This is an optimization exercise on Yosys and OpenROAD, whose aim is small area and a short achievable clock period, not a production implementation. Where RTL was checked, it was by simulation tests only, not by an equivalence proof against the original. No functional check of the RTL was part of runs 3 and 4. In every run shown here, the design's own scripts or RTL, not TritonCTS, make the clock network. No driver is modelled on the clock port, so clock power and skew are understated where the tree is cut down; a real chip needs a root buffer or a tree. No activity file was given, so power comes from the tool's default toggle rates.

===== design.v =====
module top_module (
    input         pclk,
    input         presetn,
    input         psel,
    input         penable,
    input         pwrite,
    input  [31:0] paddr,
    input  [31:0] pwdata,
    output [31:0] prdata,
    output        pready,
    output        irq,
    input  [31:0] aux_in,
    input  [31:0] pad_in,
    output [31:0] pad_out,
    output [31:0] pad_oe
);
    reg  [31:0] r_in, r_out, r_oe, r_inte, r_ptrig, r_aux, r_eclk, r_nec;
    reg  [1:0]  r_ctrl;
    reg         v_out, v_inte, v_ptrig, v_aux, v_eclk, v_nec;
    reg         r_irq;
    reg  [31:0] r_pad_out;
    reg  [31:0] r_prdata;
    wire        aligned = (paddr[31:6] == 26'd0) && (paddr[1:0] == 2'd0);
    wire [3:0]  a = paddr[5:2];
    wire        wsetup = psel && !penable && pwrite && aligned;
    reg we_out, we_oe, we_inte, we_ptrig, we_aux, we_ctrl, we_eclk, we_nec;
    always @(posedge pclk or negedge presetn) begin
        if (!presetn) begin
            {we_out, we_oe, we_inte, we_ptrig, we_aux, we_ctrl, we_eclk, we_nec} <= 8'd0;
        end else begin
            we_out   <= wsetup && (a == 4'd1);
            we_oe    <= wsetup && (a == 4'd2);
            we_inte  <= wsetup && (a == 4'd3);
            we_ptrig <= wsetup && (a == 4'd4);
            we_aux   <= wsetup && (a == 4'd5);
            we_ctrl  <= wsetup && (a == 4'd6);
            we_eclk  <= wsetup && (a == 4'd8);
            we_nec   <= wsetup && (a == 4'd9);
        end
    end
    reg hold_oe;
    reg hold_out, hold_inte, hold_ptrig, hold_aux, hold_eclk, hold_nec;
    always @(posedge pclk or negedge presetn) begin
        if (!presetn) begin
            hold_oe <= 1'b0;
            {hold_out, hold_inte, hold_ptrig, hold_aux, hold_eclk, hold_nec} <= 6'd0;
        end else begin
            hold_oe    <= !(wsetup && (a == 4'd2));
            hold_out   <= !(wsetup && (a == 4'd1)) && (v_out   || we_out);
            hold_inte  <= !(wsetup && (a == 4'd3)) && (v_inte  || we_inte);
            hold_ptrig <= !(wsetup && (a == 4'd4)) && (v_ptrig || we_ptrig);
            hold_aux   <= !(wsetup && (a == 4'd5)) && (v_aux   || we_aux);
            hold_eclk  <= !(wsetup && (a == 4'd8)) && (v_eclk  || we_eclk);
            hold_nec   <= !(wsetup && (a == 4'd9)) && (v_nec   || we_nec);
        end
    end
    wire [31:0] out_nx   = ({32{we_out}}   & pwdata) | ({32{hold_out}}   & r_out);
    wire [31:0] inte_nx  = ({32{we_inte}}  & pwdata) | ({32{hold_inte}}  & r_inte);
    wire [31:0] ptrig_nx = ({32{we_ptrig}} & pwdata) | ({32{hold_ptrig}} & r_ptrig);
    wire [31:0] aux_nx   = ({32{we_aux}}   & pwdata) | ({32{hold_aux}}   & r_aux);
    wire [31:0] eclk_nx  = ({32{we_eclk}}  & pwdata) | ({32{hold_eclk}}  & r_eclk);
    wire [31:0] nec_nx   = ({32{we_nec}}   & pwdata) | ({32{hold_nec}}   & r_nec);
    wire [31:0] pad_nx  = (aux_nx & aux_in) | (~aux_nx & out_nx);
    wire [31:0] pad_val = (r_oe & r_pad_out) | (~r_oe & pad_in);
    wire [31:0] ints_raw = r_inte & (r_in ^ r_ptrig);
    wire [1:0]  ctrl_nx = we_ctrl ? pwdata[1:0]
                                  : {r_ctrl[1] | (r_ctrl[0] & r_irq), r_ctrl[0]};
    reg  [31:0] rd_nx;
    always @(*) begin
        rd_nx = 32'd0;
        if (aligned) begin
            case (a)
                4'd0: rd_nx = pad_val;
                4'd1: rd_nx = v_out   ? r_out   : 32'd0;
                4'd2: rd_nx = r_oe;
                4'd3: rd_nx = v_inte  ? r_inte  : 32'd0;
                4'd4: rd_nx = v_ptrig ? r_ptrig : 32'd0;
                4'd5: rd_nx = v_aux   ? r_aux   : 32'd0;
                4'd6: rd_nx = {30'd0, ctrl_nx};
                4'd7: rd_nx = v_inte  ? ints_raw : 32'd0;
                4'd8: rd_nx = v_eclk  ? r_eclk  : 32'd0;
                4'd9: rd_nx = v_nec   ? r_nec   : 32'd0;
                default: rd_nx = 32'd0;
            endcase
        end
    end
    always @(posedge pclk or negedge presetn) begin
        if (!presetn) begin
            r_oe      <= 32'd0;
            r_ctrl    <= 2'd0;
            v_out     <= 1'b0;
            v_inte    <= 1'b0;
            v_ptrig   <= 1'b0;
            v_aux     <= 1'b0;
            v_eclk    <= 1'b0;
            v_nec     <= 1'b0;
            r_irq     <= 1'b0;
            r_pad_out <= 32'd0;
        end else begin
            r_oe      <= ({32{we_oe}} & pwdata) | ({32{hold_oe}} & r_oe);
            r_ctrl    <= ctrl_nx;
            if (we_out)   v_out   <= 1'b1;
            if (we_inte)  v_inte  <= 1'b1;
            if (we_ptrig) v_ptrig <= 1'b1;
            if (we_aux)   v_aux   <= 1'b1;
            if (we_eclk)  v_eclk  <= 1'b1;
            if (we_nec)   v_nec   <= 1'b1;
            r_irq     <= v_inte && (|ints_raw);
            r_pad_out <= pad_nx;
        end
    end
    always @(posedge pclk) begin
        r_in    <= pad_val;
        r_out   <= out_nx;
        r_inte  <= inte_nx;
        r_ptrig <= ptrig_nx;
        r_aux   <= aux_nx;
        r_eclk  <= eclk_nx;
        r_nec   <= nec_nx;
        r_prdata <= presetn ? rd_nx : 32'd0;
    end
    assign prdata  = r_prdata;
    assign pready  = 1'b1;
    assign irq     = r_irq;
    assign pad_out = r_pad_out;
    assign pad_oe  = r_oe;
endmodule

===== flow/run.sh =====
#!/bin/bash
# Standard layout with two changes: the port buffers are buf_1 cells instead
# of the resizer's default choice, and the clock tree is the two-level tree
# that clock_tree.tcl builds (run by the CTS step in place of
# clock_tree_synthesis). Each tool's output is in the ORFS logs under orfs/,
# and make's own output in standard.log.
set -euo pipefail
export BUFFER_PORTS_ARGS="-buffer_cell sky130_fd_sc_hd__buf_1"
export PRE_CTS_TCL="$PWD/flow/clock_tree.tcl"
export CLOCK_TREE_PORT=pclk
export CLOCK_TREE_TOP_COLS=2 CLOCK_TREE_TOP_ROWS=2
export CLOCK_TREE_LEAF_COLS=2 CLOCK_TREE_LEAF_ROWS=2
bash standard.sh > standard.log 2>&1

===== flow/clock_tree.tcl =====
# Two-level clock tree, built in place of clock_tree_synthesis (sourced as
# PRE_CTS_TCL). The flip-flops are split by position into quadrants of equal
# size, and each quadrant into groups of equal size (a split is into columns
# of equal count, each cut into rows of equal count). Each group gets a
# clkbuf_16 at its centre, and each quadrant a clkbuf_16 at the centre of its
# groups' buffers, driven by the clock port (4 pins at most). Every
# flip-flop thus sees two buffers with about the same load.
proc my_split {pts cols rows} {
  set n [llength $pts]
  set sx [lsort -integer -index 1 $pts]
  set out {}
  for {set c 0} {$c < $cols} {incr c} {
    set col [lsort -integer -index 2 [lrange $sx [expr {$c * $n / $cols}] [expr {($c + 1) * $n / $cols - 1}]]]
    set m [llength $col]
    for {set r 0} {$r < $rows} {incr r} {
      lappend out [lrange $col [expr {$r * $m / $rows}] [expr {($r + 1) * $m / $rows - 1}]]
    }
  }
  return $out
}

proc my_buffer {name pts innet} {
  set block [ord::get_db_block]
  set master [[ord::get_db] findMaster sky130_fd_sc_hd__clkbuf_16]
  set buf [odb::dbInst_create $block $master $name]
  set net [odb::dbNet_create $block ${name}_net]
  $net setSigType CLOCK
  set x 0; set y 0
  foreach s $pts { incr x [lindex $s 1]; incr y [lindex $s 2] }
  set x [expr {$x / [llength $pts]}]; set y [expr {$y / [llength $pts]}]
  [$buf findITerm A] connect $innet
  [$buf findITerm X] connect $net
  $buf setLocation [expr {$x - [$master getWidth] / 2}] [expr {$y - [$master getHeight] / 2}]
  $buf setPlacementStatus PLACED
  return [list $net $x $y]
}

proc my_clock_tree {} {
  set block [ord::get_db_block]
  set clk [$block findNet $::env(CLOCK_TREE_PORT)]
  set sinks {}
  foreach it [$clk getITerms] {
    set bb [[$it getInst] getBBox]
    lappend sinks [list $it [expr {([$bb xMin] + [$bb xMax]) / 2}] [expr {([$bb yMin] + [$bb yMax]) / 2}]]
  }
  foreach it [$clk getITerms] { $it disconnect }
  set qc $::env(CLOCK_TREE_TOP_COLS); set qr $::env(CLOCK_TREE_TOP_ROWS)
  set lc $::env(CLOCK_TREE_LEAF_COLS); set lr $::env(CLOCK_TREE_LEAF_ROWS)
  puts "clock tree: [llength $sinks] sinks, [expr {$qc * $qr}] top buffers, [expr {$lc * $lr}] leaf buffers each"
  set q 0
  foreach quad [my_split $sinks $qc $qr] {
    set groups [my_split $quad $lc $lr]
    # Top buffer at the centre of its leaf buffers, which sit at the
    # centres of their groups.
    set centres {}
    foreach g $groups {
      set x 0; set y 0
      foreach s $g { incr x [lindex $s 1]; incr y [lindex $s 2] }
      lappend centres [list {} [expr {$x / [llength $g]}] [expr {$y / [llength $g]}]]
    }
    set top [lindex [my_buffer clktree_top_$q $centres $clk] 0]
    set l 0
    foreach g $groups {
      set leaf [lindex [my_buffer clktree_leaf_${q}_$l $g $top] 0]
      foreach s $g { [lindex $s 0] connect $leaf }
      incr l
    }
    incr q
  }
  set_propagated_clock [all_clocks]
}

my_clock_tree
# The tree is built: leave nothing for clock_tree_synthesis to do.
proc clock_tree_synthesis {args} { puts "clock_tree_synthesis skipped: tree built by clock_tree.tcl" }

===== standard.sh =====
#!/bin/bash
# synth_recipe.tcl (not shown) runs the flow's synth.tcl, then flattens the netlist and writes it again
# the make line also repeats each setting of config.mk as NAME=value (left out here)
make -C /OpenROAD-flow-scripts/flow DESIGN_CONFIG=/design/flow/config.mk WORK_HOME=/design/flow/orfs CLKGATE_MAP_FILE= SYNTH_SCRIPT=/design/flow/synth_recipe.tcl "${@:-finish}"

===== config.mk =====
export PLATFORM = sky130hd
export DESIGN_NAME = top_module
export DESIGN_NICKNAME = top_module
export VERILOG_FILES = /design/flow/design.v
export SDC_FILE = /design/flow/constraint.sdc
export NUM_CORES = 4
export LEC_CHECK = 0
export CAP_MARGIN = 20
export CORE_MARGIN = 2
export CORE_UTILIZATION = 40
export SETUP_SLACK_MARGIN = 2.5
export SLEW_MARGIN = 20

===== constraint.sdc =====
create_clock -name core_clock -period 4.5 [get_ports {pclk}]
set_input_delay 0.9000 -clock core_clock [delete_from_list [all_inputs] [get_ports {pclk}]]
set_output_delay 0.9000 -clock core_clock [all_outputs]
set_load 0.01 [all_outputs]

==> metrics.md, run 1 <==
| Metric | Value |
|---|---|
| Core ar. | `0.0323 mm^2` |
| # DRC | `0` |
| Initial Util | `0.403` |
| HPWL after DPL | `about 27,000 um` |
| Final-report hold violation count | `0` |
| CP Capture Type | `flip-flop` |
| Grt ovf | `0` |
| Clk network pwr share | `0.346` |
| Hold Slack | `between 400 and 500 ps` |
| Proportion of layout cells with a drive suffix above 1 | `0.182` |
| RR Startpoint | `we_aux$_DFF_PN0_` |
| Port bufs | `229` |
| Chip Width | `~180 um` |
| Largest delay contributor family on the critical path | `compound AO/OA/AOI/OAI gates` |
| Achievable Freq | `466 MHz` |
| CP Data Arrival Time | `about 2300 ps` |
| Vias in the first global route | `just over 10,000` |
| Crit path cell chain | `buf_8 > and2b_2 > and3_4 > buf_4 > a22o_1 > a221oi_1 > a41oi_2` |
| EDFF count, synth | `0` |
| Layout Nets | `roughly 1,400` |
| DRT Pass-1 Iters | `7` |
| Worst-Margin Slew | `just under 1000 ps` |
| Flop pwr share | `0.615` |
| Top-count cell post-synth | `dfxtp_1` |
| Part of the power in combinational logic | `0.039` |
| Reg2reg end | `r_pad_out[22]$_DFF_PN0_` |
| Startpoint types | `primary input` |
| Post-synth top area cell | `dfxtp_1` |
| GP Congestion | `roughly 0.83` |
| Hold Path Stages | `1` |
| Leak Pwr | `5.91 nW` |
| Outcome | `complete, no violations` |
| Slew Viols, Final | `0` |
| CP max-delay cell | `a221oi_1` |
| Largest net degree at the start of global routing | `55` |
| Fin crit period | `between 2000 and 2500 ps` |
| Worst setup path start | `paddr[5]` |
| Mean Syn Cell Area | `around 12 um^2` |
| Unrepaired setup endpoints after global routing | `true` |
| VDD IR max | `between 0.15 and 0.2 mV` |
| Final Cycle Share | `0.477` |
| Total Neg Setup Slack | `0 ps` |
| Sw Share | `0.213` |
| Initial antenna violation count | `0` |
| WS Path Type | `in -> reg` |
| Synth top cells by count | `256 x dfxtp_1, 249 x a22o_1, 88 x dfrtp_1` |
| Worst reg2reg setup slack | `approximately 2700 ps` |
| Vias | `between 10,000 and 15,000` |
| Final ANT Viol Nets | `0` |
| CP max FO | `12` |
| Psw | `~1.1 mW` |
| Synth warnings | `1` |
| I/O pin cnt | `231` |
| HP Start | `r_eclk[28]$_DFF_P_` |
| Max_slew headroom | `0.337` |
| Buffers plus inverters on the worst setup path | `2` |
| Maxcap violations | `0` |
| WL/cell | `between 20 and 30 um` |
| Die area | `around 0.034 mm^2` |
| Synthesized netlist cell count | `~1,100` |
| Worst Path Required | `about 4700 ps` |
| Max stage delay on crit path | `between 300 and 400 ps` |
| Row count | `between 60 and 70` |
| Gr usage total | `0.248` |
| Vias per inst | `slightly above 6` |
| Synth async-reset ratio | `0.256` |
| Clock Latency Late Sink | `320 ps` |
| CTS clock-pin slew for the worst setup and hold paths | `90 ps` |
| Synth top area share | `0.394` |
| Predominant post-synthesis flop cell | `dfxtp_1` |
| Number of distinct library cells after synthesis | `44` |
| Area contributors post-synth | `dfxtp_1 39%, dfrtp_1 17%, a22o_1 17%, mux2_2 5.6%, a222oi_1 2.3%` |
| Area grow syn2layout | `19.4%` |
| First-pass GRT wire length | `about 65,000 um` |
| CTS Hold Bufs | `0` |
| Power Dens Cells | `about 320 mW/mm^2` |
| Final wirelength | `roughly 44,000 um` |
| Max Clock Skew | `10.8 ps` |
| Post-Syn Area | `between 0.01 and 0.015 mm^2` |
| Reg2reg path depth | `2` |
| ANT cells | `0` |
| Final setup vio count | `0` |
| Setup crit end | `r_prdata[28]$_SDFF_PN0_` |
| Register area share after synthesis | `0.563` |
| Stages on the worst setup path | `7` |
| Internal Power | `3.94 mW` |
| Synth Register Bits | `between 300 and 400` |
| Worst Hold Class | `reg -> reg` |
| Initial DRC count | `between 1,000 and 1,500` |
| Die Y | `approximately 180 um` |
| Finished Core Util | `0.481` |
==> power by group through the flow <==
stage	registers (mW)	clock network, mW	logic, mW
detailed placement	3.15	0	0.177
floorplan	3.15	0	0.0623
global placement	3.15	0	0.175
finish	3.08	1.73	0.198
CTS	3.08	1.75	0.192
global route	3.08	1.86	0.214
==> cell usage in the layout (no fill, tap or decap), drive strengths merged <==
cell / synthesis / layout
nor3: 2 / 2
nand4b: 5 / 5
a41oi: 9 / 9
o2111ai: 10 / 10
dfrtp: 88 / 88
xor2: 32 / 32
nand3: 3 / 3
nor3b: 11 / 11
mux2: 65 / 65
and4bb: 1 / 1
dfxtp: 256 / 256
nor4bb: 1 / 1
nor2: 4 / 4
nand4: 5 / 5
nor4: 9 / 9
a221oi: 32 / 32
and3: 17 / 17
o21ai: 31 / 31
nand2: 8 / 8
nor4b: 2 / 2
and2b: 1 / 1
clkbuf: 66 / 24
and2: 5 / 6
o211ai: 2 / 2
a21oi: 6 / 6
a22oi: 13 / 13
or2: 6 / 6
conb: 1 / 1
nor2b: 7 / 7
a222oi: 30 / 30
a22o: 249 / 249
bufbuf: 0 / 1
and4: 1 / 1
o2bb2ai: 2 / 2
a31oi: 23 / 23
a32o: 9 / 9
buf: 25 / 270
inv: 12 / 11
o31a: 1 / 1
clkinvlp: 0 / 1
==> how the worst min path moves through the flow <==
stage	to	slack, ps
2_1_floorplan	v_out$_DFFE_PN0P_	440
3_3_place_gp	v_nec$_DFFE_PN0P_	450
3_5_place_dp	r_nec[26]$_DFF_P_	460
4_1_cts	r_nec[24]$_DFF_P_	480
5_1_grt	r_nec[24]$_DFF_P_	500
6_report	r_eclk[28]$_DFF_P_	480
==> cell type report <==
class	instances	area [um^2]
well taps	442	553
flip-flops and latches	344	7340
repair buffers	275	1490
multi-input cells	604	5610
plain buffers	20	500
inverters	12	48.8
fillers	2980	16700
==> routing by layer <==
metal,share of wire,vias to the layer above,global-route usage
li1,-,4585,-
met1,0.44,5216,0.354
met2,0.46,527,0.400
met3,0.070,85,0.0211
met4,0.033,0,0.0746
met5,0,-,0
==> worst register-to-register path: stages, from the launching register on <==
cell and delay, ps:
dfrtp_2 1020, a22o_1 320, mux2_2 380
==> per-stage QoR <==
step / power, mW / instances / instance area [um^2] / worst slack (ps)
floorplan: 3.21 / 1050 / 13200 / 2260
global placement: 3.32 / 1648 / 14300 / 1250
detailed placement: 3.32 / 1648 / 14300 / 1200
CTS: 5.02 / 1693 / 15200 / 2470
global route: 5.16 / 1697 / 15500 / 2320
finish: 5.01 / 1697 / 15500 / 2350
==> flip-flops by register name, summed over array words and instances, names as in the netlist, 2 cells and up <==
register / count
r_nec: 32
r_ctrl: 2
r_out: 32
r_oe: 32
r_inte: 32
r_prdata: 32
r_pad_out: 32
r_eclk: 32
r_in: 32
r_aux: 32
r_ptrig: 32
==> kinds of logic after synthesis <==
logic type	share of synthesized area
buffers and inverters	0.0375
other	0.000288
and+or+nand+nor	0.0459
muxes	0.0562
xor gates and xnor gates	0.0215
AOI/OAI and AO/OA	0.276
DFF	0.563
==> timing repair <==
item / CTS / global route
gates resized for setup: 51 / 41
setup buffers: 22 / 1
gates cloned: 3 / 3
setup endpoints to repair: 42 / 53
pin swaps: 15 / 10
==> run 2, diff against run 1 <==
--- a/config.mk
+++ b/config.mk
@@ -10,3 +10,3 @@
 export CORE_UTILIZATION = 40
-export SETUP_SLACK_MARGIN = 2.5
+export SETUP_SLACK_MARGIN = 2.4
 export SLEW_MARGIN = 20
==> run 2 against run 1 <==
Critical path type unchanged. Critical endpoint is now r_prdata[11]$_SDFF_PN0_. Clock power about the same. Critical path depth unchanged. Largest power group unchanged. Highest routed layer is now met5. Sequential cell count unchanged. Register-to-register slack better by 60 ps.
==> metrics.md, run 2 <==
| Metric | Value |
|---|---|
| Port bufs | `229` |
| Proportion of layout cells with a drive suffix above 1 | `0.148` |
| XOR/XNOR share of the synthesized area | `0.0215` |
| CP max-delay cell | `and2b_2` |
| DRT Pass-1 Iters | `7` |
| Synth async-reset ratio | `0.256` |
| Sw Share | `0.214` |
| Mean Syn Cell Area | `roughly 12 um^2` |
| Clk network pwr share | `0.348` |
| CTS Hold Bufs | `0` |
| Vias per inst | `~6.1` |
| Final Cycle Share | `0.458` |
| Gr usage total | `0.244` |
| CP max FO | `13` |
| CTS clock-pin slew for the worst setup and hold paths | `roughly 80 ps` |
| Max Clock Skew | `around 13 ps` |
| Final instance area | `0.0151 mm^2` |
| Leak Pwr | `between 5 and 6 nW` |
| Startpoint types | `primary input` |
| Part of the power in combinational logic | `0.037` |
| Fillcell total | `between 3,000 and 4,000` |
| Synth top cells by count | `256 x dfxtp_1, 249 x a22o_1, 88 x dfrtp_1` |
| Initial antenna violation count | `1` |
| VDD IR max | `0.198 mV` |
| Total Neg Setup Slack | `0 ps` |
| Unrepaired setup endpoints after global routing | `true` |
| Area contributors post-synth | `dfxtp_1 39%, dfrtp_1 17%, a22o_1 17%, mux2_2 5.6%, a222oi_1 2.3%` |
| Crit path cell chain | `buf_12 > and2b_2 > and3_4 > buf_4 > a22o_1 > a221oi_2 > a31oi_1` |
| Hold Slack | `slightly below 500 ps` |
| Placed insts | `1,651` |
| Achievable Freq | `roughly 490 MHz` |
| CP Data Arrival Time | `around 2200 ps` |
| Worst Path Required | `roughly 4700 ps` |
| Commonest non-fill, non-tap cell in the layout | `dfxtp_1` |
| CP Capture Type | `flip-flop` |
| Fin cells | `between 1,500 and 2,000` |
| Top-count cell post-synth | `dfxtp_1` |
| Synth top area share | `0.394` |
| Design Power | `roughly 5 mW` |
| Number of distinct library cells after synthesis | `44` |
| Register area | `between 0.007 and 0.008 mm^2` |
| Die Y | `184 um` |
| Worst Hold Class | `reg -> reg` |
| Largest net degree at the start of global routing | `56` |
| Synth warnings | `1` |
| WL/cell | `between 20 and 30 um` |
| Grt ovf | `0` |
| Post-synthesis adder-cell area fraction | `0` |
| Area grow syn2layout | `15.6%` |
| Synth Register Bits | `344` |
| Post-synth top area cell | `dfxtp_1` |
| Synthesized netlist cell count | `about 1,100` |
| Psw | `between 1 and 1.5 mW` |
| Maxcap violations | `0` |
| WS Path Type | `in -> reg` |
| Initial DRC count | `~970` |
| # DRC | `0` |
| Vias in the first global route | `slightly above 10,000` |
| First-pass GRT wire length | `between 60,000 and 70,000 um` |
| Internal Power | `just under 4 mW` |
| Post-Syn Area | `around 0.013 mm^2` |
| Synth Area in Compound Gates | `0.276` |
| Most frequent cells in the layout | `256 x dfxtp_1, 249 x a22o_1, 224 x buf_1` |
| Main combinational cell family by area after synthesis | `compound AO/OA/AOI/OAI gates` |
| Power Dens Cells | `around 330 mW/mm^2` |
| GP Congestion | `approximately 0.83` |
| Final-report hold violation count | `0` |
| Vias | `10,292` |
| Area of the multi-input gates | `0.00535 mm^2` |
| Final ANT Viol Nets | `0` |
| Initial Util | `0.403` |
| Layout Nets | `approximately 1,400` |
| Max stage delay on crit path | `about 260 ps` |
| Register area share after synthesis | `0.563` |
| Post-Synth Simple-Gate Area | `0.0459` |
| Slew Viols, Final | `0` |
| Die area | `around 0.034 mm^2` |
| Fin crit period | `2060 ps` |
| Post-synthesis mux area share | `0.0562` |
| Outcome | `complete, no violations` |
| HPWL after DPL | `between 20,000 and 30,000 um` |
| Final wirelength | `42,800 um` |
| Final setup vio count | `0` |
| Clock Latency Late Sink | `between 300 and 400 ps` |
| Area after DPL | `0.0142 mm^2` |
| Chip Width | `between 150 and 200 um` |
| EDFF count, synth | `0` |
| Max_slew headroom | `0.346` |
| Worst-Margin Slew | `982 ps` |
| Flop pwr share | `0.615` |
| Core ar. | `0.0323 mm^2` |
| I/O pin cnt | `between 200 and 250` |
| Row count | `66` |
| Predominant post-synthesis flop cell | `dfxtp_1` |
[run 2: cell types whose count changed in the layout (fill, tap and decap cells not counted), sizes merged]
| cell | previous run | this run |
|---|---|---|
| inv | 11 | 12 |
| clkinvlp | 1 | 0 |
| bufbuf | 1 | 0 |
| diode | 0 | 1 |
| buf | 270 | 264 |
| clkbuf | 24 | 21 |
[run 2: worst max-delay path: cells and delay by family]
kind                   cells  cell delay (ps)
AND/OR/NAND/NOR            2              460
buffers and inverters      2              340
AO/OA/AOI/OAI              3              530
[run 2: power groups by stage]
stage | Sequential, mW | Clock (mW) | Combinational [mW]
2_1_floorplan | 3.15 | 0 | 0.0611
3_3_place_gp | 3.15 | 0 | 0.173
3_5_place_dp | 3.15 | 0 | 0.175
4_1_cts | 3.08 | 1.76 | 0.184
5_1_grt | 3.08 | 1.88 | 0.202
6_report | 3.08 | 1.74 | 0.185
[run 2: cell families after synthesis]
group	count (synthesis)
compound gates	417
flops	344
buf+inv	103
simple gates	88
mux	65
xor+xnor	32
other cells	1
[run 2: stage by stage]
stage	util	setup WS (ps)
5_1_grt	0.466	2380
2_1_floorplan	-	2260
3_3_place_gp	0.441	1120
3_5_place_dp	0.441	1090
4_1_cts	0.463	2410
6_report	0.466	2440
[run 2: final timing paths]
path	from	endpoint	slack [ps]	depth (start not counted)
max	paddr[5]	r_prdata[11]$_SDFF_PN0_	2440	7
min	r_eclk[14]$_DFF_P_	r_eclk[14]$_DFF_P_	480	1
max reg2reg	we_aux$_DFF_PN0_	r_pad_out[1]$_DFF_PN0_	2720	2
min reg2reg	r_eclk[14]$_DFF_P_	r_eclk[14]$_DFF_P_	480	1
max in group asynchronous	presetn	we_aux$_DFF_PN0_	2710	2
min in group asynchronous	presetn	r_oe[15]$_DFF_PN0_	560	1
[run 2: layer usage]
layer | share of wire | global-route usage | wire [um]
met1 | 0.43 | 0.347 | 18600
met2 | 0.46 | 0.394 | 19600
met3 | 0.082 | 0.0330 | 3530
met4 | 0.025 | 0.0589 | 1090
met5 | 0.00028 | 0 | 12
[run 2: final cells by class]
| class | instances | area share |
|---|---|---|
| well taps | 442 | 0.0367 |
| plain buffers | 20 | 0.0332 |
| diodes | 1 | 0.000166 |
| multi-input cells | 604 | 0.355 |
| flip-flops and latches | 344 | 0.487 |
| inverters | 12 | 0.00299 |
| repair buffers | 265 | 0.0840 |
[run 2: timing repair]
action,in CTS,in global routing
gates resized for setup,37,13
endpoints found under the setup margin,43,33
gates cloned,1,0
pin swaps,6,5
setup buffers,10,5
==> run 3, diff against run 2 <==
==> design.v (replaced) <==
module gpio_read_mux (
    input         en,
    input  [9:0]  sel,
    input  [31:0] d0, d1, d2, d3, d4, d5, d6, d7, d8, d9,
    output [31:0] rd
);
    assign rd = {32{en}} & (({32{sel[0]}} & d0) | ({32{sel[1]}} & d1) |
                            ({32{sel[2]}} & d2) | ({32{sel[3]}} & d3) |
                            ({32{sel[4]}} & d4) | ({32{sel[5]}} & d5) |
                            ({32{sel[6]}} & d6) | ({32{sel[7]}} & d7) |
                            ({32{sel[8]}} & d8) | ({32{sel[9]}} & d9));
endmodule
module top_module (
    input         pclk,
    input         presetn,
    input         psel,
    input         penable,
    input         pwrite,
    input  [31:0] paddr,
    input  [31:0] pwdata,
    output [31:0] prdata,
    output        pready,
    output        irq,
    input  [31:0] aux_in,
    input  [31:0] pad_in,
    output [31:0] pad_out,
    output [31:0] pad_oe
);
    reg  [31:0] r_in, r_out, r_oe, r_inte, r_ptrig, r_aux, r_eclk, r_nec;
    reg  [1:0]  r_ctrl;
    reg         r_irq;
    reg  [31:0] r_pad_out;
    reg  [31:0] r_prdata;
    wire        aligned = (paddr[31:6] == 26'd0) && (paddr[1:0] == 2'd0);
    wire [3:0]  a = paddr[5:2];
    wire        wsetup = psel && !penable && pwrite && aligned;
    wire        pick_out   = wsetup && (a == 4'd1);
    wire        pick_oe    = wsetup && (a == 4'd2);
    wire        pick_inte  = wsetup && (a == 4'd3);
    wire        pick_ptrig = wsetup && (a == 4'd4);
    wire        pick_aux   = wsetup && (a == 4'd5);
    wire        pick_ctrl  = wsetup && (a == 4'd6);
    wire        pick_eclk  = wsetup && (a == 4'd8);
    wire        pick_nec   = wsetup && (a == 4'd9);
    reg we_out, we_oe, we_inte, we_ptrig, we_aux, we_ctrl, we_eclk, we_nec;
    reg hold_out, hold_oe, hold_inte, hold_ptrig, hold_aux, hold_eclk, hold_nec;
    always @(posedge pclk or negedge presetn) begin
        if (!presetn) begin
            {we_out, we_oe, we_inte, we_ptrig, we_aux, we_ctrl, we_eclk, we_nec} <= 8'd0;
            {hold_out, hold_oe, hold_inte, hold_ptrig, hold_aux, hold_eclk, hold_nec} <= 7'd0;
        end else begin
            we_out     <= pick_out;
            we_oe      <= pick_oe;
            we_inte    <= pick_inte;
            we_ptrig   <= pick_ptrig;
            we_aux     <= pick_aux;
            we_ctrl    <= pick_ctrl;
            we_eclk    <= pick_eclk;
            we_nec     <= pick_nec;
            hold_out   <= !pick_out   && (hold_out   || we_out);
            hold_oe    <= !pick_oe;
            hold_inte  <= !pick_inte  && (hold_inte  || we_inte);
            hold_ptrig <= !pick_ptrig && (hold_ptrig || we_ptrig);
            hold_aux   <= !pick_aux   && (hold_aux   || we_aux);
            hold_eclk  <= !pick_eclk  && (hold_eclk  || we_eclk);
            hold_nec   <= !pick_nec   && (hold_nec   || we_nec);
        end
    end
    wire [31:0] out_nx   = ({32{we_out}}   & pwdata) | ({32{hold_out}}   & r_out);
    wire [31:0] oe_nx    = ({32{we_oe}}    & pwdata) | ({32{hold_oe}}    & r_oe);
    wire [31:0] inte_nx  = ({32{we_inte}}  & pwdata) | ({32{hold_inte}}  & r_inte);
    wire [31:0] ptrig_nx = ({32{we_ptrig}} & pwdata) | ({32{hold_ptrig}} & r_ptrig);
    wire [31:0] aux_nx   = ({32{we_aux}}   & pwdata) | ({32{hold_aux}}   & r_aux);
    wire [31:0] eclk_nx  = ({32{we_eclk}}  & pwdata) | ({32{hold_eclk}}  & r_eclk);
    wire [31:0] nec_nx   = ({32{we_nec}}   & pwdata) | ({32{hold_nec}}   & r_nec);
    wire [31:0] pad_nx  = (aux_nx & aux_in) | (~aux_nx & out_nx);
    wire [31:0] pad_val = (r_oe & r_pad_out) | (~r_oe & pad_in);
    wire        inte_valid = hold_inte || we_inte;
    wire [31:0] ints_raw = r_inte & (r_in ^ r_ptrig);
    wire [1:0]  ctrl_nx = we_ctrl ? pwdata[1:0]
                                  : {r_ctrl[1] | (r_ctrl[0] & r_irq), r_ctrl[0]};
    wire [9:0]  rsel;
    assign rsel[0] = (a == 4'd0);
    assign rsel[1] = (a == 4'd1) && hold_out;
    assign rsel[2] = (a == 4'd2);
    assign rsel[3] = (a == 4'd3) && hold_inte;
    assign rsel[4] = (a == 4'd4) && hold_ptrig;
    assign rsel[5] = (a == 4'd5) && hold_aux;
    assign rsel[6] = (a == 4'd6);
    assign rsel[7] = (a == 4'd7) && hold_inte;
    assign rsel[8] = (a == 4'd8) && hold_eclk;
    assign rsel[9] = (a == 4'd9) && hold_nec;
    wire [31:0] rd_nx;
    gpio_read_mux u_rd (
        .en   (aligned && presetn),
        .sel  (rsel),
        .d0   (pad_val),
        .d1   (r_out),
        .d2   (r_oe),
        .d3   (r_inte),
        .d4   (r_ptrig),
        .d5   (r_aux),
        .d6   ({30'd0, ctrl_nx}),
        .d7   (ints_raw),
        .d8   (r_eclk),
        .d9   (r_nec),
        .rd   (rd_nx)
    );
    always @(posedge pclk or negedge presetn) begin
        if (!presetn) begin
            r_oe      <= 32'd0;
            r_ctrl    <= 2'd0;
            r_irq     <= 1'b0;
            r_pad_out <= 32'd0;
        end else begin
            r_oe      <= oe_nx;
            r_ctrl    <= ctrl_nx;
            r_irq     <= inte_valid && (|ints_raw);
            r_pad_out <= pad_nx;
        end
    end
    always @(posedge pclk) begin
        r_in    <= pad_val;
        r_out   <= out_nx;
        r_inte  <= inte_nx;
        r_ptrig <= ptrig_nx;
        r_aux   <= aux_nx;
        r_eclk  <= eclk_nx;
        r_nec   <= nec_nx;
        r_prdata <= rd_nx;
    end
    assign prdata  = r_prdata;
    assign pready  = 1'b1;
    assign irq     = r_irq;
    assign pad_out = r_pad_out;
    assign pad_oe  = r_oe;
endmodule
--- a/flow/run.sh
+++ b/flow/run.sh
@@ -12,2 +12,3 @@
 export CLOCK_TREE_LEAF_COLS=2 CLOCK_TREE_LEAF_ROWS=2
+export CLOCK_TREE_TOP_CELL=sky130_fd_sc_hd__clkbuf_16 CLOCK_TREE_LEAF_CELL=sky130_fd_sc_hd__clkbuf_16
 bash standard.sh > standard.log 2>&1
--- a/flow/clock_tree.tcl
+++ b/flow/clock_tree.tcl
@@ -4,5 +4,6 @@
 # of equal count, each cut into rows of equal count). Each group gets a
-# clkbuf_16 at its centre, and each quadrant a clkbuf_16 at the centre of its
+# buffer at its centre, and each quadrant a buffer at the centre of its
 # groups' buffers, driven by the clock port (4 pins at most). Every
-# flip-flop thus sees two buffers with about the same load.
+# flip-flop thus sees two buffers with about the same load. The cells are
+# CLOCK_TREE_TOP_CELL and CLOCK_TREE_LEAF_CELL.
 proc my_split {pts cols rows} {
@@ -21,5 +22,5 @@
 
-proc my_buffer {name pts innet} {
+proc my_buffer {name pts innet cell} {
   set block [ord::get_db_block]
-  set master [[ord::get_db] findMaster sky130_fd_sc_hd__clkbuf_16]
+  set master [[ord::get_db] findMaster $cell]
   set buf [odb::dbInst_create $block $master $name]
@@ -60,6 +61,6 @@
     }
-    set top [lindex [my_buffer clktree_top_$q $centres $clk] 0]
+    set top [lindex [my_buffer clktree_top_$q $centres $clk $::env(CLOCK_TREE_TOP_CELL)] 0]
     set l 0
     foreach g $groups {
-      set leaf [lindex [my_buffer clktree_leaf_${q}_$l $g $top] 0]
+      set leaf [lindex [my_buffer clktree_leaf_${q}_$l $g $top $::env(CLOCK_TREE_LEAF_CELL)] 0]
       foreach s $g { [lindex $s 0] connect $leaf }
==> run 3 against run 2 <==
Still clean. Worst hold slack got worse by 11 ps. Critical path depth unchanged. Sequential power decreased by 2%. Clock skew decreased by 3.7 ps. Routed wire length increased by 7.7%. Global-route usage increased by 1.1 points. Clock power about the same. Die area increased by 1.1%. Via count increased by 8.1%. Register-to-register slack got worse by 280 ps. Final cell count increased by 8.5%. Critical endpoint is now r_prdata[5]$_DFF_P_.
==> metrics.md, run 3 <==
| Metric | Value |
|---|---|
| Hold Slack | `around 470 ps` |
| Number of distinct library cells after synthesis | `54` |
| Vias | `between 10,000 and 15,000` |
| Outcome | `complete, no violations` |
| GP Congestion | `about 0.85` |
| Synthesized netlist cell count | `roughly 1,200` |
| Design Power | `roughly 5 mW` |
| Grt ovf | `0` |
| I/O pin cnt | `between 200 and 250` |
| Initial Util | `0.406` |
| Vias per inst | `6.08` |
| EDFF count, synth | `0` |
| Total Neg Setup Slack | `0 ps` |
| Metal2 WL | `21,300 um` |
| Fillcell total | `around 3,000` |
| Most frequent cells in the layout | `256 x dfxtp_1, 224 x buf_1, 208 x a22o_1` |
| Area grow syn2layout | `17.6%` |
| Mean Syn Cell Area | `11.2 um^2` |
| Largest net degree at the start of global routing | `52` |
| Commonest non-fill, non-tap cell in the layout | `dfxtp_1` |
| Chip Width | `~190 um` |
| Synth top area share | `0.389` |
| Synth Register Bits | `338` |
| Final worst slack | `2420 ps` |
| Final ANT Viol Nets | `0` |
| Post-Syn Area | `0.0132 mm^2` |
| Synth async-reset ratio | `0.243` |
| Area contributors post-synth | `dfxtp_1 39%, dfrtp_1 16%, a22o_1 14%, mux2_2 5.6%, nand2_1 2.2%` |
| Power Dens Cells | `~320 mW/mm^2` |
| Finished Core Util | `0.477` |
| Top-count cell post-synth | `dfxtp_1` |
| WS Path Type | `in -> reg` |
| # DRC | `0` |
| ANT cells | `0` |
| Final setup vio count | `0` |
| Worst-Margin Slew | `966 ps` |
| Fin cells | `1,832` |
| DRT Pass-1 Iters | `5` |
| CP Data Arrival Time | `around 2300 ps` |
| Routed met3 length | `roughly 3900 um` |
| Routed met1 length | `approximately 19,000 um` |
| Gr usage total | `0.255` |
| Slew Viols, Final | `0` |
| Core ar. | `0.0325 mm^2` |
| Maxcap violations | `0` |
| Leak Pwr | `about 5.9 nW` |
| Vias in the first global route | `10,812` |
| Max_slew headroom | `0.356` |
| CTS Hold Bufs | `0` |
| Top layer in use | `met5` |
| Synth warnings | `1` |
| Startpoint types | `primary input` |
| Worst Hold Class | `reg -> reg` |
| Predominant post-synthesis flop cell | `dfxtp_1` |
| Fin crit period | `slightly above 2000 ps` |
| Clock Latency Late Sink | `between 300 and 400 ps` |
| Final instance area | `around 0.015 mm^2` |
| Reg2reg path depth | `5` |
| CP Capture Type | `flip-flop` |
| Max Clock Skew | `9.75 ps` |
| Achievable Freq | `482 MHz` |
| Row count | `between 60 and 70` |
| Final-report hold violation count | `0` |
| Worst slack, placed | `roughly 1200 ps` |
| Die Y | `around 190 um` |
| Hold Path Stages | `2` |
| CP max FO | `8` |
| Port bufs | `229` |
| Register area share after synthesis | `0.545` |
| Area after DPL | `approximately 0.014 mm^2` |
| CTS clock-pin slew for the worst setup and hold paths | `80 ps` |
| Final Cycle Share | `0.461` |
| Worst Path Required | `roughly 4700 ps` |
| VDD IR max | `0.176 mV` |
| Proportion of layout cells with a drive suffix above 1 | `0.135` |
| Post-synth top area cell | `dfxtp_1` |
| First-pass GRT wire length | `roughly 66,000 um` |
| Final wirelength | `46,100 um` |
| Layout Nets | `roughly 1,500` |
| Unrepaired setup endpoints after global routing | `true` |
| Initial antenna violation count | `1` |
| Initial DRC count | `~960` |
| HPWL after DPL | `27,800 um` |
| WL/cell | `between 20 and 30 um` |
| Placed insts | `roughly 1,800` |
| Die area | `~0.034 mm^2` |
| Synth top cells by count | `256 x dfxtp_1, 208 x a22o_1, 82 x dfrtp_1` |
## run 3: cell types whose count changed in the layout (fill, tap and decap cells not counted), sizes merged, moves of 16 or more
cell    delta
nand2     +70
a221oi    -28
a22o      -41
xor2      -18
xnor2     +18
buf       +23
a21oi     +16
a31oi     +18
inv       +20
a222oi    -23
a32oi     +16
## run 3: area by class of cell
cell class,instances,area (um^2),area share
Tap cell,442,553,0.0357
Buffer,20,500,0.0323
Inverter,32,120,0.00775
Sequential cell,338,7190,0.464
Timing Repair Buffer,291,1630,0.105
Multi-Input combinational cell,709,5500,0.355
## run 3: worst max-delay path, cell delays in order
cell and delay (ps):
buf_12 110, buf_4 140, and4bb_4 380, buf_4 210
and3_1 190, a31oi_1 50, a41oi_1 300
## run 3: logic make-up (layout without fill, tap and decap cells)
kind of cell    count (synthesis)  after routing  synth area share
compound gates                426            426             0.257
xor+xnor                       32             32            0.0213
buf+inv                       135            343            0.0456
flops                         338            338             0.545
mux                            65             65            0.0556
other cells                     1              1          0.000285
simple gates                  183            185            0.0756
## run 3: what timing repair did
| action | 4_1_cts | 5_1_grt |
|---|---|---|
| endpoints found under the setup margin | 47 | 37 |
| pin swaps | 16 | 13 |
| gates resized for setup | 35 | 22 |
| gates cloned | 4 | 2 |
| buffers inserted | 36 | 1 |
## run 3: power breakdown
group	internal, mW	switching, mW
Sequential	3.01	0.0106
Combinational	0.0872	0.144
Clock	0.801	0.936
## run 3: path summary, 6_finish.rpt
kind	start	endpoint	slack, ps
setup / recovery	paddr[4]	r_prdata[5]$_DFF_P_	2420
hold / removal	r_out[9]$_DFF_P_	r_out[9]$_DFF_P_	470
setup reg to reg	hold_nec$_DFF_PN0_	r_prdata[9]$_DFF_P_	2440
hold reg to reg	r_out[9]$_DFF_P_	r_out[9]$_DFF_P_	470
max in group asynchronous	presetn	r_pad_out[9]$_DFF_PN0_	3110
min in group asynchronous	presetn	we_aux$_DFF_PN0_	550
## run 3: routing by layer
metal | up-vias | global-route usage
li1 | 4906 | -
met1 | 5551 | 0.353
met2 | 585 | 0.416
met3 | 86 | 0.0376
met4 | 2 | 0.0737
met5 | - | 0
==> run 4, diff against run 3 <==
--- a/config.mk
+++ b/config.mk
@@ -12 +12,2 @@
 export SLEW_MARGIN = 20
+export SYNTH_HIERARCHICAL = 1
==> run 4 against run 3 <==
Total power down 0.40%. Maximum frequency grew 0.87%. Routed wire length fell by 7.4%. Clock power is essentially flat. First-iteration DRC count decreased by 17%. Critical path depth is 4 lower. Via count decreased by 7.4%. Critical path type is now reg -> reg. Largest cell class unchanged.
==> metrics.md, run 4 <==
| Metric | Value |
|---|---|
| Outcome | `complete, no violations` |
| Final-report hold violation count | `0` |
| Predominant post-synthesis flop cell | `dfxtp_1` |
| Leak Pwr | `5.91 nW` |
| Register area share after synthesis | `0.556` |
| Synth warnings | `7` |
| Worst Hold Class | `reg -> reg` |
| GP Congestion | `between 0.8 and 0.9` |
| Proportion of layout cells with a drive suffix above 1 | `0.142` |
| Max Clock Skew | `between 7 and 8 ps` |
| Total Neg Setup Slack | `0 ps` |
| ANT cells | `0` |
| Most frequent cells in the layout | `285 x a22o_1, 256 x dfxtp_1, 224 x buf_1` |
| Synth top cells by count | `285 x a22o_1, 256 x dfxtp_1, 82 x dfrtp_1` |
| Fin cells | `about 1,700` |
| Chip Width | `184 um` |
| Number of distinct library cells after synthesis | `37` |
| Die Y | `between 150 and 200 um` |
| Vias per inst | `roughly 6.1` |
| Final ANT Viol Nets | `0` |
| Placed insts | `1,644` |
| Power Dens Cells | `between 300 and 400 mW/mm^2` |
| Vias in the first global route | `roughly 10,000` |
| Clock Latency Late Sink | `approximately 320 ps` |
| Crit path cell chain | `and3_4 > a221oi_1 > a31oi_1` |
| Initial DRC count | `just under 800` |
| I/O pin cnt | `between 200 and 250` |
| Synth Register Bits | `approximately 340` |
| Area grow syn2layout | `17.3%` |
| Row count | `65` |
| CP max FO | `35` |
| Die area | `between 0.03 and 0.04 mm^2` |
| EDFF count, synth | `0` |
| Max_slew headroom | `0.359` |
| Final setup vio count | `0` |
| CTS clock-pin slew for the worst setup and hold paths | `roughly 90 ps` |
| Area contributors post-synth | `dfxtp_1 40%, a22o_1 19%, dfrtp_1 16%, mux2_2 5.7%, a221oi_1 4.1%` |
| Unrepaired setup endpoints after global routing | `true` |
| VDD IR max | `0.176 mV` |
| Worst Path Required | `between 4000 and 5000 ps` |
| WS Path Type | `reg -> reg` |
| Top-count cell post-synth | `a22o_1` |
| HPWL after DPL | `approximately 25,000 um` |
| Slew Viols, Final | `0` |
| Gr usage total | `0.244` |
| Final wirelength | `between 40,000 and 50,000 um` |
| Initial antenna violation count | `1` |
| Synth top area share | `0.397` |
| Core ar. | `roughly 0.032 mm^2` |
| CP max-delay cell | `dfrtp_2` |
| Final Cycle Share | `0.457` |
| CP Data Arrival Time | `around 2300 ps` |
| Mean Syn Cell Area | `12.2 um^2` |
| Worst-Margin Slew | `just under 1000 ps` |
| Max stage delay on crit path | `1010 ps` |
| Synthesized netlist cell count | `1,054` |
| Achievable Freq | `just under 500 MHz` |
| WL/cell | `between 20 and 30 um` |
| Grt ovf | `0` |
| Fin crit period | `between 2000 and 2500 ps` |
| Maxcap violations | `0` |
| DRT Pass-1 Iters | `6` |
| Vias | `10,302` |
| CP Capture Type | `flip-flop` |
| # DRC | `0` |
| Post-Syn Area | `0.0129 mm^2` |
| Post-synth top area cell | `dfxtp_1` |
| Port bufs | `about 230` |
| Finished Core Util | `0.478` |
| Startpoint types | `flip-flop` |
| Largest net degree at the start of global routing | `52` |
| First-pass GRT wire length | `roughly 63,000 um` |
| Synth async-reset ratio | `0.243` |
| Initial Util | `0.408` |
| Commonest non-fill, non-tap cell in the layout | `a22o_1` |
| Layout Nets | `about 1,400` |
==> run 4: changes by cell type in the layout (fill, tap and decap cells not counted), sizes merged, moves of 23 or more <==
cell,delta
o21ai,-45
a22oi,+43
and2,+28
a221oi,+60
a32o,-23
inv,-30
a41oi,-23
conb,+30
a22o,+80
nand2,-76
==> run 4: layout make-up <==
cell class	instances	area, um^2
sequential	338	7190
tap	402	503
multi-input combinational	657	5590
timing repair buffer	271	1340
inverter	2	7.51
buffer	20	500
fill	2874	16500
==> run 4: worst paths after layout <==
path,slack [ps],cells past startpoint,end,from
min reg2reg,480,1,r_nec[30]$_DFF_P_,r_nec[30]$_DFF_P_
min in group asynchronous,600,1,r_pad_out[31]$_DFF_PN0_,presetn
max in group asynchronous,2700,2,hold_inte$_DFF_PN0_,presetn
min,480,1,r_nec[30]$_DFF_P_,r_nec[30]$_DFF_P_
max reg2reg,2440,3,r_prdata[11]$_DFF_P_,hold_aux$_DFF_PN0_
max,2440,3,r_prdata[11]$_DFF_P_,hold_aux$_DFF_PN0_
==> run 4: per-stage QoR <==
stage                     power [mW]  cell area [um^2]  hold slack, ps  setup slack, ps
after floorplan                 3.17             13100             440             2410
after global placement          3.29             14200             452             1400
after detailed placement        3.29             14200             457             1320
after CTS                       5.00             15100             482             2450
after global routing            5.12             15100             489             2390
final                           4.97             15100             479             2440
==> run 4: logic make-up after synthesis <==
| kind of cell | share of synthesized area |
|---|---|
| xor gates and xnor gates | 0.0217 |
| and+or+nand+nor | 0.0392 |
| buffers and inverters | 0.0361 |
| AOI/OAI and AO/OA | 0.289 |
| muxes | 0.0567 |
| other | 0.000582 |
| DFF | 0.556 |
==> run 4: report_power, final <==
group | switching (mW) | total (mW) | internal (mW) | leakage (nW)
clock network | 0.916 | 1.72 | 0.800 | 0.246
registers | 0.00632 | 3.02 | 3.01 | 3.17
logic | 0.155 | 0.236 | 0.0815 | 2.49
==> run 4: critical path, delay by kind of cell (launching register included) <==
kind / cells / cell delay, ps
flops: 1 / 1010
compound gates: 2 / 340
simple gates: 1 / 620
==> run 4: modules after synthesis (local to each module, per instance) <==
module	cells	cell area (um^2)	flops+latches
top_module	828	11100	338
gpio_read_mux	226	1820	0
==> run 4: per-layer routing <==
metal,GRT usage,vias to the layer above,wire length (um),share of wire
met1,0.351,5164,19300,0.45
met5,0,-,16,0.00037
li1,-,4606,-,-
met3,0.0265,78,2850,0.067
met2,0.398,452,19500,0.46
met4,0.0502,2,1030,0.024
==> run 4: timing repair <==
action                                  in CTS  in global routing
pin swaps                                    6                  3
hold buffers                                 0                  0
gates resized for setup                     25                  3
cloned                                       5                  1
buffers inserted                            15                  5
endpoints found under the setup margin      33                 46
==> run 5, diff against run 4 <==
--- a/design.v
+++ b/design.v
@@ -3,10 +3,40 @@
     input  [9:0]  sel,
-    input  [31:0] d0, d1, d2, d3, d4, d5, d6, d7, d8, d9,
+    input  [31:0] d0, d1, d2, d3, d4, d5, d7, d8, d9,
+    input  [1:0]  d6,
     output [31:0] rd
 );
-    assign rd = {32{en}} & (({32{sel[0]}} & d0) | ({32{sel[1]}} & d1) |
-                            ({32{sel[2]}} & d2) | ({32{sel[3]}} & d3) |
-                            ({32{sel[4]}} & d4) | ({32{sel[5]}} & d5) |
-                            ({32{sel[6]}} & d6) | ({32{sel[7]}} & d7) |
-                            ({32{sel[8]}} & d8) | ({32{sel[9]}} & d9));
+    wire off = !en;
+    genvar i;
+    generate
+        for (i = 0; i < 32; i = i + 1) begin : bit_
+            wire x1, x2, x3;
+            gpio_aoi222 g1 (.a1(sel[0]), .a2(d0[i]), .b1(sel[1]), .b2(d1[i]),
+                            .c1(sel[2]), .c2(d2[i]), .y(x1));
+            gpio_aoi222 g2 (.a1(sel[3]), .a2(d3[i]), .b1(sel[4]), .b2(d4[i]),
+                            .c1(sel[5]), .c2(d5[i]), .y(x2));
+            if (i < 2) begin : ctrl_
+                wire x4;
+                gpio_aoi222 g3 (.a1(sel[7]), .a2(d7[i]), .b1(sel[8]), .b2(d8[i]),
+                                .c1(sel[9]), .c2(d9[i]), .y(x3));
+                gpio_nand2 g4 (.a(sel[6]), .b(d6[i]), .y(x4));
+                gpio_aoi41 g5 (.a1(x1), .a2(x2), .a3(x3), .a4(x4), .b(off), .y(rd[i]));
+            end else begin : data_
+                gpio_aoi222 g3 (.a1(sel[7]), .a2(d7[i]), .b1(sel[8]), .b2(d8[i]),
+                                .c1(sel[9]), .c2(d9[i]), .y(x3));
+                gpio_aoi31 g5 (.a1(x1), .a2(x2), .a3(x3), .b(off), .y(rd[i]));
+            end
+        end
+    endgenerate
+endmodule
+module gpio_aoi222 (input a1, a2, b1, b2, c1, c2, output y);
+    assign y = !((a1 && a2) || (b1 && b2) || (c1 && c2));
+endmodule
+module gpio_aoi31 (input a1, a2, a3, b, output y);
+    assign y = !((a1 && a2 && a3) || b);
+endmodule
+module gpio_aoi41 (input a1, a2, a3, a4, b, output y);
+    assign y = !((a1 && a2 && a3 && a4) || b);
+endmodule
+module gpio_nand2 (input a, b, output y);
+    assign y = !(a && b);
 endmodule
@@ -102,3 +132,3 @@
         .d5   (r_aux),
-        .d6   ({30'd0, ctrl_nx}),
+        .d6   (ctrl_nx),
         .d7   (ints_raw),
==> run 5 against run 4 <==
Still clean on timing, DRC and antenna. Clock power barely moved. Via count fell by 3.9%. Critical path depth up 3. Global-route usage about the same. Final cell count down 6.4%. Combinational power fell by 14%. Register-to-register slack gained 98 ps. Final area decreased by 4.9%. Sequential power barely moved. Worst hold slack improved by 3.7 ps. Setup slack worse by 24 ps. Core utilization down 0.52 points. Critical path type is now in -> reg. Largest power group unchanged.
==> metrics.md, run 5 <==
| Metric | Value |
|---|---|
| Final Cycle Share | `0.463` |
| Leak Pwr | `approximately 5.5 nW` |
| Initial antenna violation count | `1` |
| First-pass GRT wire length | `about 60,000 um` |
| CP Capture Type | `flip-flop` |
| WL/cell | `around 26 um` |
| Die Y | `roughly 180 um` |
| Clock Latency Late Sink | `310 ps` |
| Buffers plus inverters on the worst setup path | `2` |
| Synth async-reset ratio | `0.243` |
| Post-Syn Area | `between 0.01 and 0.015 mm^2` |
| Mean Syn Cell Area | `12.8 um^2` |
| Proportion of layout cells with a drive suffix above 1 | `0.130` |
| Synth Area in Compound Gates | `0.271` |
| I/O pin cnt | `between 200 and 250` |
| Die area | `~0.032 mm^2` |
| Post-synthesis mux area share | `0.0596` |
| Vias | `9,904` |
| Max stage delay on crit path | `about 400 ps` |
| Vias in the first global route | `~9,600` |
| Layout Nets | `roughly 1,300` |
| Port bufs | `between 200 and 250` |
| Initial Util | `0.403` |
| Commonest non-fill, non-tap cell in the layout | `dfxtp_1` |
| Initial DRC count | `roughly 1,300` |
| Top-count cell post-synth | `dfxtp_1` |
| Register area | `0.00718 mm^2` |
| Final-report hold violation count | `0` |
| Gr usage total | `0.244` |
| XOR/XNOR share of the synthesized area | `0.0228` |
| Synth Register Bits | `338` |
| Synth top cells by count | `256 x dfxtp_1, 224 x a22o_1, 96 x a222oi_1` |
| Final setup vio count | `0` |
| CP Data Arrival Time | `2260 ps` |
| Vias per inst | `about 6.3` |
| Crit path cell chain | `buf_2 > nor2_2 > and3_4 > buf_12 > a222oi_1 > a31oi_1` |
| Outcome | `complete, no violations` |
| ANT cells | `0` |
| Post-Synth Simple-Gate Area | `0.0423` |
| Post-synthesis adder-cell area fraction | `0` |
| Area of the multi-input gates | `around 0.0050 mm^2` |
| Total Neg Setup Slack | `0 ps` |
| Final ANT Viol Nets | `0` |
| # DRC | `0` |
| HPWL after DPL | `about 23,000 um` |
| GP Congestion | `slightly below 0.8` |
| Startpoint types | `primary input` |
| Area contributors post-synth | `dfxtp_1 42%, dfrtp_1 17%, a22o_1 16%, a222oi_1 7.8%, mux2_2 6.0%` |
| Final wirelength | `about 41,000 um` |
| Area grow syn2layout | `17.3%` |
| Worst Hold Class | `reg -> reg` |
| Synthesized netlist cell count | `roughly 960` |
| Worst Path Required | `4670 ps` |
| CP max-delay cell | `a222oi_1` |
| Main combinational cell family by area after synthesis | `compound AO/OA/AOI/OAI gates` |
| Maxcap violations | `0` |
| Power Dens Cells | `about 340 mW/mm^2` |
| Synth warnings | `7` |
| Predominant post-synthesis flop cell | `dfxtp_1` |
| Placed insts | `roughly 1,500` |
| Max Clock Skew | `7.59 ps` |
| CTS clock-pin slew for the worst setup and hold paths | `80 ps` |
| CP max FO | `11` |
| Chip Width | `179 um` |
| Fin cells | `approximately 1,600` |
| WS Path Type | `in -> reg` |
| Synth top area share | `0.417` |
| VDD IR max | `between 0.2 and 0.25 mV` |
| Post-synth top area cell | `dfxtp_1` |
| Largest delay contributor family on the critical path | `compound AO/OA/AOI/OAI gates` |
| Max_slew headroom | `0.337` |
| DRT Pass-1 Iters | `6` |
| Fin crit period | `around 2100 ps` |
| Grt ovf | `0` |
| EDFF count, synth | `0` |
| Row count | `64` |
| Achievable Freq | `slightly below 500 MHz` |
| Core ar. | `0.0304 mm^2` |
| Slew Viols, Final | `0` |
| Largest net degree at the start of global routing | `just under 50` |
| Number of distinct library cells after synthesis | `36` |
| Most frequent cells in the layout | `256 x dfxtp_1, 224 x a22o_1, 224 x buf_1` |
| Unrepaired setup endpoints after global routing | `true` |
| Worst-Margin Slew | `about 990 ps` |
| Register area share after synthesis | `0.585` |
| Fillcell total | `about 2,800` |
==> run 5: changes by cell type after synthesis, moves of 9 or more <==
cell	previous run	this run
a222oi_1	0	96
a22o_1	285	224
a221oi_1	60	0
a22oi_1	48	16
buf_2	12	0
buf_6	12	1
clkbuf_1	66	57
==> run 5: cells by family (layout without fill, tap and decap cells) <==
family          count (synthesis)  after routing
compound gates                377            377
xor+xnor                       32             32
buf+inv                        61            284
flops                         338            338
mux                            65             65
other cells                     1              1
simple gates                   84             88
==> run 5: worst paths after layout <==
kind	startpoint	to	slack, ps	depth (start not counted)
worst min-delay path	r_eclk[4]$_DFF_P_	r_eclk[4]$_DFF_P_	480	1
worst max-delay path	paddr[5]	r_prdata[7]$_DFF_P_	2420	6
worst max register to register	hold_inte$_DFF_PN0_	r_prdata[0]$_DFF_P_	2540	6
min in group asynchronous	presetn	r_pad_out[5]$_DFF_PN0_	560	1
worst min register to register	r_eclk[4]$_DFF_P_	r_eclk[4]$_DFF_P_	480	1
max in group asynchronous	presetn	r_pad_out[2]$_DFF_PN0_	2860	2
==> run 5: layer usage <==
layer,vias up,track usage,wire length [um]
met5,-,0,14
met4,2,0.0531,942
met3,65,0.0221,3430
met2,515,0.415,19100
met1,4949,0.340,17100
li1,4373,-,-
==> run 5: modules after synthesis (local to each module, per instance) <==
module	cells	area [um^2]
gpio_aoi222	1	10.0
gpio_read_mux	1	3.75
gpio_aoi41	1	16.3
gpio_nand2	1	3.75
gpio_aoi31	1	6.26
top_module	827	11100
==> run 5: power by group <==
part / internal [mW] / total (mW) / switching, mW / leakage [nW]
registers: 3.01 / 3.02 / 0.00716 / 3.18
logic: 0.0667 / 0.203 / 0.136 / 2.09
clock network: 0.800 / 1.71 / 0.913 / 0.246
total: 3.88 / 4.94 / 1.06 / 5.52
==> run 5: metrics by stage <==
step | setup slack [ps] | utilization | instance area (um^2) | hold WS (ps) | power, mW
floorplan | 2210 | - | 12300 | 439 | 3.15
global placement | 1420 | 0.448 | 13600 | 457 | 3.27
detailed placement | 1390 | 0.448 | 13600 | 458 | 3.27
CTS | 2400 | 0.470 | 14300 | 481 | 4.95
global route | 2360 | 0.473 | 14400 | 493 | 5.09
finish | 2420 | 0.473 | 14400 | 483 | 4.94
==> run 5: cell type report <==
class / instances / share of cell area
plain buffers: 20 / 0.0348
inverters: 2 / 0.000522
multi-input cells: 563 / 0.348
flip-flops and latches: 338 / 0.499
well taps: 396 / 0.0344
repair buffers: 262 / 0.0838
==> run 5: timing repair <==
action / 4_1_cts / 5_1_grt
hold buffers: 0 / 0
gates resized for setup: 22 / 8
pin swaps: 7 / 7
setup buffers: 7 / 4
endpoints found under the setup margin: 34 / 45
cloned: 4 / 0
==> run 5: worst register-to-register path, stage by stage, from the launching register on <==
cell and delay [ps]:
dfrtp_1 350, buf_6 340, nand3_2 200, nor3b_4 230, buf_6 350, a222oi_1 200
a41oi_2 210
==> run 6, diff against run 5 <==
--- a/config.mk
+++ b/config.mk
@@ -10,3 +10,3 @@
 export CORE_UTILIZATION = 40
-export SETUP_SLACK_MARGIN = 2.4
+export SETUP_SLACK_MARGIN = 2.6
 export SLEW_MARGIN = 20
==> run 6 against run 5 <==
Still clean. Setup slack better by 150 ps. Final area up 3.6%. Sequential power about the same. Sequential share of layout area down 1.7 points. Global-route usage down 0.19 points. Routed wire length up 0.84%. Combinational power up 15%. Synthesized cell count unchanged. Largest power group unchanged. Highest routed layer is now met4.
==> metrics.md, run 6 <==
| Metric | Value |
|---|---|
| Grt ovf | `0` |
| Chip Width | `between 150 and 200 um` |
| Final setup vio count | `0` |
| ANT cells | `0` |
| CP max FO | `17` |
| Fin crit period | `1930 ps` |
| Most frequent cells in the layout | `256 x dfxtp_1, 224 x a22o_1, 222 x buf_1` |
| Outcome | `complete, no violations` |
| Commonest non-fill, non-tap cell in the layout | `dfxtp_1` |
| Die Y | `~180 um` |
| Synth Register Bits | `between 300 and 400` |
| Vias in the first global route | `between 9,000 and 10,000` |
| Mean Syn Cell Area | `between 10 and 15 um^2` |
| Startpoint types | `primary input` |
| Slew Viols, Final | `0` |
| Final wirelength | `approximately 41,000 um` |
| VDD IR max | `between 0.2 and 0.25 mV` |
| Proportion of layout cells with a drive suffix above 1 | `0.158` |
| Synth top area share | `0.417` |
| Clk network pwr share | `0.345` |
| Hold Slack | `481 ps` |
| WL/cell | `about 26 um` |
| Part of the power in combinational logic | `0.047` |
| Vias per inst | `~6.3` |
| Initial Util | `0.403` |
| CP max-delay cell | `a222oi_1` |
| Gr usage total | `0.243` |
| Post-Syn Area | `between 0.01 and 0.015 mm^2` |
| Total Neg Setup Slack | `0 ps` |
| Vias | `around 10,000` |
| EDFF count, synth | `0` |
| Final instance area | `around 0.015 mm^2` |
| CP Data Arrival Time | `~2100 ps` |
| Area contributors post-synth | `dfxtp_1 42%, dfrtp_1 17%, a22o_1 16%, a222oi_1 7.8%, mux2_2 6.0%` |
| CP Capture Type | `flip-flop` |
| Crit path cell chain | `buf_8 > nor4_4 > buf_6 > buf_12 > a222oi_1 > a31oi_1` |
| Port bufs | `around 230` |
| Layout Nets | `approximately 1,300` |
| Sw Share | `0.215` |
| HP Start | `r_eclk[5]$_DFF_P_` |
| Predominant post-synthesis flop cell | `dfxtp_1` |
| GP Congestion | `~0.81` |
| RR Startpoint | `we_aux$_DFF_PN0_` |
| Max Clock Skew | `between 15 and 20 ps` |
| Clock Latency Late Sink | `roughly 320 ps` |
| Worst setup path start | `paddr[5]` |
| Psw | `1.07 mW` |
| Leak Pwr | `5.71 nW` |
| WS Path Type | `in -> reg` |
| HPWL after DPL | `around 24,000 um` |
| Initial antenna violation count | `0` |
| Design Power | `roughly 5 mW` |
| Maxcap violations | `0` |
| DRT Pass-1 Iters | `10` |
| Flop pwr share | `0.608` |
| First-pass GRT wire length | `about 60,000 um` |
| Final-report hold violation count | `0` |
| # DRC | `0` |
| Largest net degree at the start of global routing | `between 40 and 50` |
| Unrepaired setup endpoints after global routing | `true` |
| Area after DPL | `between 0.01 and 0.015 mm^2` |
| Synth async-reset ratio | `0.243` |
| Worst Path Required | `4680 ps` |
| Synth top cells by count | `256 x dfxtp_1, 224 x a22o_1, 96 x a222oi_1` |
| CTS clock-pin slew for the worst setup and hold paths | `90 ps` |
| Max_slew headroom | `0.385` |
| Row count | `64` |
| Worst slack, placed | `roughly 1300 ps` |
| Max stage delay on crit path | `around 530 ps` |
| Die area | `around 0.032 mm^2` |
| Core ar. | `around 0.03 mm^2` |
| I/O pin cnt | `around 230` |
| Initial DRC count | `around 1,500` |
| Power Dens Cells | `333 mW/mm^2` |
| Final Cycle Share | `0.430` |
| Register area share after synthesis | `0.585` |
| Top-count cell post-synth | `dfxtp_1` |
| Worst Hold Class | `reg -> reg` |
| Final worst slack | `~2600 ps` |
| Area grow syn2layout | `21.5%` |
| Worst-Margin Slew | `923 ps` |
| Number of distinct library cells after synthesis | `36` |
| Achievable Freq | `slightly above 500 MHz` |
| Final ANT Viol Nets | `0` |
| Synthesized netlist cell count | `~960` |
| Post-synth top area cell | `dfxtp_1` |
| Internal Power | `about 4 mW` |
| Synth warnings | `7` |
==> run 6: changes by cell type in the layout (fill, tap and decap cells not counted), sizes merged <==
| cell | before | now |
|---|---|---|
| buf | 262 | 279 |
| clkbuf | 20 | 23 |
| nor2b | 4 | 5 |
==> run 6: worst paths after layout <==
| path | endpoint | slack (ps) | cells after the start |
|---|---|---|---|
| max in group asynchronous | we_aux$_DFF_PN0_ | 3030 | 2 |
| setup reg to reg | r_pad_out[13]$_DFF_PN0_ | 2720 | 3 |
| hold reg to reg | r_eclk[5]$_DFF_P_ | 480 | 1 |
| min in group asynchronous | r_pad_out[8]$_DFF_PN0_ | 490 | 1 |
| hold / removal | r_eclk[5]$_DFF_P_ | 480 | 1 |
| setup / recovery | r_prdata[7]$_DFF_P_ | 2570 | 6 |
==> run 6: what timing repair did <==
action	4_1_cts	5_1_grt
endpoints found under the setup margin	64	47
pin swaps	15	7
hold endpoints to repair	0	0
resized for setup	45	17
hold buffers	0	0
cloned	5	2
buffers inserted	19	8
==> run 6: modules after synthesis (local to each module, per instance) <==
module,cells inside,cell area (um^2),flops+latches
gpio_nand2,1,3.75,0
gpio_aoi222,1,10.0,0
gpio_aoi41,1,16.3,0
gpio_aoi31,1,6.26,0
top_module,827,11100,338
gpio_read_mux,1,3.75,0
==> run 6: power groups by stage <==
stage                     registers, mW  clock network (mW)  logic [mW]
after floorplan                    3.09                   0      0.0602
after global placement             3.09                   0       0.189
final                              3.02                1.72       0.234
after CTS                          3.02                1.74       0.223
after global routing               3.02                1.84       0.250
after detailed placement           3.09                   0       0.192
==> run 6: worst max-delay path: cells and delay by family <==
kind | cells | cell delay, ps
AO/OA/AOI/OAI | 2 | 670
buffers and inverters | 3 | 470
AND/OR/NAND/NOR | 1 | 60
==> run 6: layout make-up <==
cell class	count	area (um^2)
Timing Repair Buffer	282	1570
Tap cell	396	495
Fill cell	2800	15500
Inverter	2	7.51
Multi-Input combinational cell	564	5160
Buffer	20	500
Sequential cell	338	7180
==> run 6: cell families after synthesis <==
| kind of cell | after synthesis | share of synthesized area |
|---|---|---|
| AO/OA/AOI/OAI | 377 | 0.271 |
| flip-flops | 338 | 0.585 |
| other | 1 | 0.000305 |
| multiplexers | 65 | 0.0596 |
| buffers and inverters | 61 | 0.0196 |
| XOR/XNOR | 32 | 0.0228 |
| AND/OR/NAND/NOR | 84 | 0.0423 |
==> run 6: layer usage <==
metal | part of all wire | vias up | wire, um | track usage
met5 | 0 | - | 0 | 0
met3 | 0.096 | 55 | 3940 | 0.0337
li1 | - | 4422 | - | -
met1 | 0.44 | 5005 | 17900 | 0.350
met2 | 0.45 | 557 | 18300 | 0.383
met4 | 0.022 | 0 | 907 | 0.0605
==> run 6: stage by stage <==
stage | instances | utilization
2_1_floorplan | 958 | -
4_1_cts | 1592 | 0.483
5_1_grt | 1602 | 0.490
6_report | 1602 | 0.490
3_3_place_gp | 1546 | 0.451
3_5_place_dp | 1548 | 0.452

-- separate check: timing with driven ports --
No port has a modelled driver above. Below, the same layouts with a new extraction and two added sets of constraints.
Step 1: set_driving_cell puts a clkbuf_16 on pclk and a buf_2 on each other input, an assumption about the parent block.
Step 2 also shifts input and output timing later by t, the mid clock arrival at the registers, as if the neighbouring blocks saw the same clock.
Three values: ideal ports, drivers, drivers and shift; two values: the first two.
run | shift t [ns] | setup WS [ns] | worst setup path after step 2
run 1 | 0.416 | 2.352 / 2.389 / 1.973 | input to register
run 2 | 0.421 | 2.439 / 2.484 / 2.063 | input to register
run 3 | 0.432 | 2.424 / 2.436 / 2.038 | input to register
run 4 | 0.419 | 2.442 / 2.442 / 2.093 | input to register
run 5 | 0.416 | 2.417 / 2.479 / 2.086 | input to register
run 6 | 0.414 | 2.567 / 2.526 / 2.199 | input to register
After both steps every run listed still meets setup and hold. The setup slack of run 3, which loses most, moves by +0.012 ns with the drivers and by -0.386 ns with both steps.
